This design comes from an exercise in tuning for small area and a short achievable clock period on the open sky130 flow, not from production work.
The clock input has no modelled driver; a real chip could not lean on it and would need a root buffer or a full tree.
Power is estimated from default activity; no workload was simulated.

==> module fifo_regs_no_flags, before the edit <==
module fifo_regs_no_flags #(
    parameter g_WIDTH = 8,   
    parameter g_DEPTH = 32   
)(
    input wire i_rst_sync,                 
    input wire i_clk,                      
    input wire i_wr_en,                    
    input wire [g_WIDTH-1:0] i_wr_data,    
    output wire o_full,                    
    input wire i_rd_en,                    
    output wire [g_WIDTH-1:0] o_rd_data,   
    output wire o_empty                    
);
    localparam NLO = 8;
    localparam NHI = g_DEPTH / NLO;
    reg [g_WIDTH-1:0] r_SR [0:g_DEPTH-2];
    reg [g_WIDTH-1:0] r_WD;
    reg r_WQ;
    reg [g_WIDTH-1:0] r_HEAD;
    reg [g_WIDTH-1:0] r_OUT;
    reg [NLO-1:0] r_LO;
    reg [NHI-1:0] r_HI;
    reg r_EMPTY;     
    reg r_FULL;      
    reg r_LE1;       
    wire w_WR = i_wr_en && !r_FULL;
    wire w_RD = i_rd_en && !r_EMPTY;
    wire w_UP = w_WR && !w_RD;
    wire w_DN = w_RD && !w_WR;
    wire w_Q0  = r_LO[0] && r_HI[0];
    wire w_Q1  = r_LO[1] && r_HI[0];
    wire w_Q29 = r_LO[NLO-3] && r_HI[NHI-1];
    wire w_Q30 = r_LO[NLO-2] && r_HI[NHI-1];
    wire w_Q31 = r_LO[NLO-1] && r_HI[NHI-1];
    wire w_N1  = r_WQ ? w_Q31 : w_Q0;     
    wire w_N2  = r_WQ ? w_Q0  : w_Q1;     
    wire w_NF1 = r_WQ ? w_Q29 : w_Q30;    
    reg [g_WIDTH-1:0] w_NEXT;
    reg [g_WIDTH-1:0] w_GRP;
    integer g, l;
    always @(*) begin
        w_NEXT = {g_WIDTH{1'b0}};
        for (g = 0; g < NHI; g = g + 1) begin
            w_GRP = {g_WIDTH{1'b0}};
            for (l = 0; l < NLO; l = l + 1)
                w_GRP = w_GRP | ({g_WIDTH{r_LO[l]}} &
                                 ((NLO*g + l == 0) ? r_WD : r_SR[NLO*g + l - 1]));
            w_NEXT = w_NEXT | ({g_WIDTH{r_HI[g]}} & w_GRP);
        end
    end
    integer i;
    always @(posedge i_clk) begin
        r_WD <= i_wr_data;
        if (r_WQ) begin
            r_SR[0] <= r_WD;
            for (i = 1; i < g_DEPTH-1; i = i + 1)
                r_SR[i] <= r_SR[i-1];
        end
        if ((r_EMPTY && i_wr_en) || i_rd_en)
            r_HEAD <= r_LE1 ? i_wr_data : w_NEXT;
        r_OUT <= (r_EMPTY || i_rd_en) ? (r_LE1 ? i_wr_data : w_NEXT) : r_HEAD;
    end
    wire [NLO-1:0] w_LO_L = {r_LO[NLO-2:0], r_LO[NLO-1]};    
    wire [NLO-1:0] w_LO_R = {r_LO[0], r_LO[NLO-1:1]};        
    wire [NHI-1:0] w_HI_L = r_LO[NLO-1] ? {r_HI[NHI-2:0], r_HI[NHI-1]} : r_HI;
    wire [NHI-1:0] w_HI_R = r_LO[0]     ? {r_HI[0], r_HI[NHI-1:1]}     : r_HI;
    wire [NLO-1:0] w_LO_RD = r_WQ ? r_LO   : w_LO_R;
    wire [NLO-1:0] w_LO_NR = r_WQ ? w_LO_L : r_LO;
    wire [NHI-1:0] w_HI_RD = r_WQ ? r_HI   : w_HI_R;
    wire [NHI-1:0] w_HI_NR = r_WQ ? w_HI_L : r_HI;
    always @(posedge i_clk) begin
        if (i_rst_sync) begin
            r_WQ    <= 1'b0;
            r_LO    <= {1'b1, {(NLO-1){1'b0}}};
            r_HI    <= {1'b1, {(NHI-1){1'b0}}};
            r_EMPTY <= 1'b1;
            r_FULL  <= 1'b0;
            r_LE1   <= 1'b1;
        end else begin
            r_WQ   <= w_WR;
            r_LO   <= w_RD ? w_LO_RD : w_LO_NR;
            r_HI   <= w_RD ? w_HI_RD : w_HI_NR;
            if (w_UP) begin
                r_EMPTY <= 1'b0;
                r_FULL  <= w_NF1;
                r_LE1   <= r_EMPTY;
            end else if (w_DN) begin
                r_EMPTY <= w_N1;
                r_FULL  <= 1'b0;
                r_LE1   <= w_N1 || w_N2;
            end
        end
    end
    assign o_rd_data = r_OUT;
    assign o_full    = r_FULL;
    assign o_empty   = r_EMPTY;
endmodule
==> flow/config.mk <==
export PLATFORM = sky130hd
export DESIGN_NAME = fifo_regs_no_flags
export DESIGN_NICKNAME = fifo_regs_no_flags
export VERILOG_FILES = /design/flow/design.v
export SDC_FILE = /design/flow/constraint.sdc
export NUM_CORES = 4
export LEC_CHECK = 0
export ABC_CLOCK_PERIOD_IN_PS = 1800
export CAP_MARGIN = 20
export CORE_MARGIN = 2
export CORE_UTILIZATION = 40
export CTS_BUF_LIST = sky130_fd_sc_hd__clkbuf_8 sky130_fd_sc_hd__clkbuf_16
export CTS_CLUSTER_DIAMETER = 100
export CTS_CLUSTER_SIZE = 24
export SETUP_SLACK_MARGIN = 2.0
export SLEW_MARGIN = 20
==> flow/constraint.sdc <==
create_clock -name core_clock -period 3.6 [get_ports {i_clk}]
set_input_delay 0.7200 -clock core_clock [delete_from_list [all_inputs] [get_ports {i_clk}]]
set_output_delay 0.7200 -clock core_clock [all_outputs]
set_load 0.01 [all_outputs]
standard.sh (not shown) runs the stock make flow with config.mk's settings and CLKGATE_MAP_FILE= SYNTH_SCRIPT=/design/flow/synth_recipe.tcl, a recipe that flattens the netlist after the stock synthesis.
==> flow/flow/run.sh <==
#!/bin/bash
# The standard layout (standard.sh) with two changes:
#  - buffer_ports puts buf_2 cells on the ports, not the slow clock-delay
#    buffer it picks by default;
#  - after clock tree synthesis, clock_roots.tcl replaces the buffers above
#    the leaf clock buffers by four buffers driven by the clock port.
# Every tool's full output is in orfs/logs/; the whole run is also in run.log.
set -euo pipefail
export BUFFER_PORTS_ARGS="-buffer_cell sky130_fd_sc_hd__buf_2"
export CTS_ARGS="-sink_clustering_enable -repair_clock_nets -sink_clustering_size 24 -sink_clustering_max_diameter 100 -buf_list {sky130_fd_sc_hd__clkbuf_8 sky130_fd_sc_hd__clkbuf_16} -dont_use_dummy_load"
export POST_CTS_TCL="$PWD/flow/clock_roots.tcl"
bash standard.sh finish > run.log 2>&1
Other scripts of this flow, unchanged in this note and not shown: flow/flow/clock_roots.tcl
Rerun with:
--- a/flow/design.v
+++ b/flow/design.v
@@ -8,19 +8,18 @@
     input wire [g_WIDTH-1:0] i_wr_data,    
     output wire o_full,                    
     input wire i_rd_en,                    
     output wire [g_WIDTH-1:0] o_rd_data,   
     output wire o_empty                    
 );
-    localparam NLO = 8;
+    localparam NLO = 4;
     localparam NHI = g_DEPTH / NLO;
     reg [g_WIDTH-1:0] r_SR [0:g_DEPTH-2];
     reg [g_WIDTH-1:0] r_WD;
     reg r_WQ;
     reg [g_WIDTH-1:0] r_HEAD;
-    reg [g_WIDTH-1:0] r_OUT;
     reg [NLO-1:0] r_LO;
     reg [NHI-1:0] r_HI;
     reg r_EMPTY;     
     reg r_FULL;      
     reg r_LE1;       
     wire w_WR = i_wr_en && !r_FULL;
@@ -53,15 +52,14 @@
         r_WD <= i_wr_data;
         if (r_WQ) begin
             r_SR[0] <= r_WD;
             for (i = 1; i < g_DEPTH-1; i = i + 1)
                 r_SR[i] <= r_SR[i-1];
         end
-        if ((r_EMPTY && i_wr_en) || i_rd_en)
+        if (r_EMPTY || i_rd_en)
             r_HEAD <= r_LE1 ? i_wr_data : w_NEXT;
-        r_OUT <= (r_EMPTY || i_rd_en) ? (r_LE1 ? i_wr_data : w_NEXT) : r_HEAD;
     end
     wire [NLO-1:0] w_LO_L = {r_LO[NLO-2:0], r_LO[NLO-1]};    
     wire [NLO-1:0] w_LO_R = {r_LO[0], r_LO[NLO-1:1]};        
     wire [NHI-1:0] w_HI_L = r_LO[NLO-1] ? {r_HI[NHI-2:0], r_HI[NHI-1]} : r_HI;
     wire [NHI-1:0] w_HI_R = r_LO[0]     ? {r_HI[0], r_HI[NHI-1:1]}     : r_HI;
     wire [NLO-1:0] w_LO_RD = r_WQ ? r_LO   : w_LO_R;
@@ -88,10 +86,10 @@
                 r_EMPTY <= w_N1;
                 r_FULL  <= 1'b0;
                 r_LE1   <= w_N1 || w_N2;
             end
         end
     end
-    assign o_rd_data = r_OUT;
+    assign o_rd_data = r_HEAD;
     assign o_full    = r_FULL;
     assign o_empty   = r_EMPTY;
 endmodule
What happened:
- The changed run passed the timing, DRC and antenna checks
- flip-flop and latch count drops by 8
- setup slack got worse by 71 ps
- wire length came out higher by a few percent
- combinational power rose by roughly a tenth
- via count went up by a few percent
- fmax came out lower by a few percent
- critical path depth goes up by 1
- design area decreases slightly
- total power hardly moves
- worst hold slack stays flat
No run of this note included a check of the RTL's function; only the layout flow was run.

[re-timing with driven ports]
The flow's constraints put no driver on any port. The routed layouts listed below were extracted and timed again, unchanged, in two steps. Step 1 (the two cells are an assumption about what drives the block):
set clk [get_ports {i_clk}]
set_driving_cell -lib_cell sky130_fd_sc_hd__clkbuf_16 $clk
set_driving_cell -lib_cell sky130_fd_sc_hd__buf_2 [delete_from_list [all_inputs] $clk]
Step 2, shift: input delay + t, output delay - t, t = (earliest + latest rising clock arrival at the registers) / 2. This alone moves slack from input paths to output paths. Slacks: no drivers / after step 1 / after step 2; pairs: no drivers / after step 1.
run | shift t [ns] | setup WS [ns] | hold slack, ns | worst data-port slew with drivers (ns) | cell pins on the clock port's net
the first run | 0.412 | 1.886 / 1.886 / 1.683 | 0.433 / 0.433 / 0.433 | 0.04 | 4
the second run | 0.400 | 1.816 / 1.816 / 1.673 | 0.430 / 0.430 / 0.430 | 0.05 | 4
After both steps setup and hold are still met in every run listed. The setup slack of the first run, which loses most, moves by 0.000 ns with the drivers and by -0.203 ns with both steps.
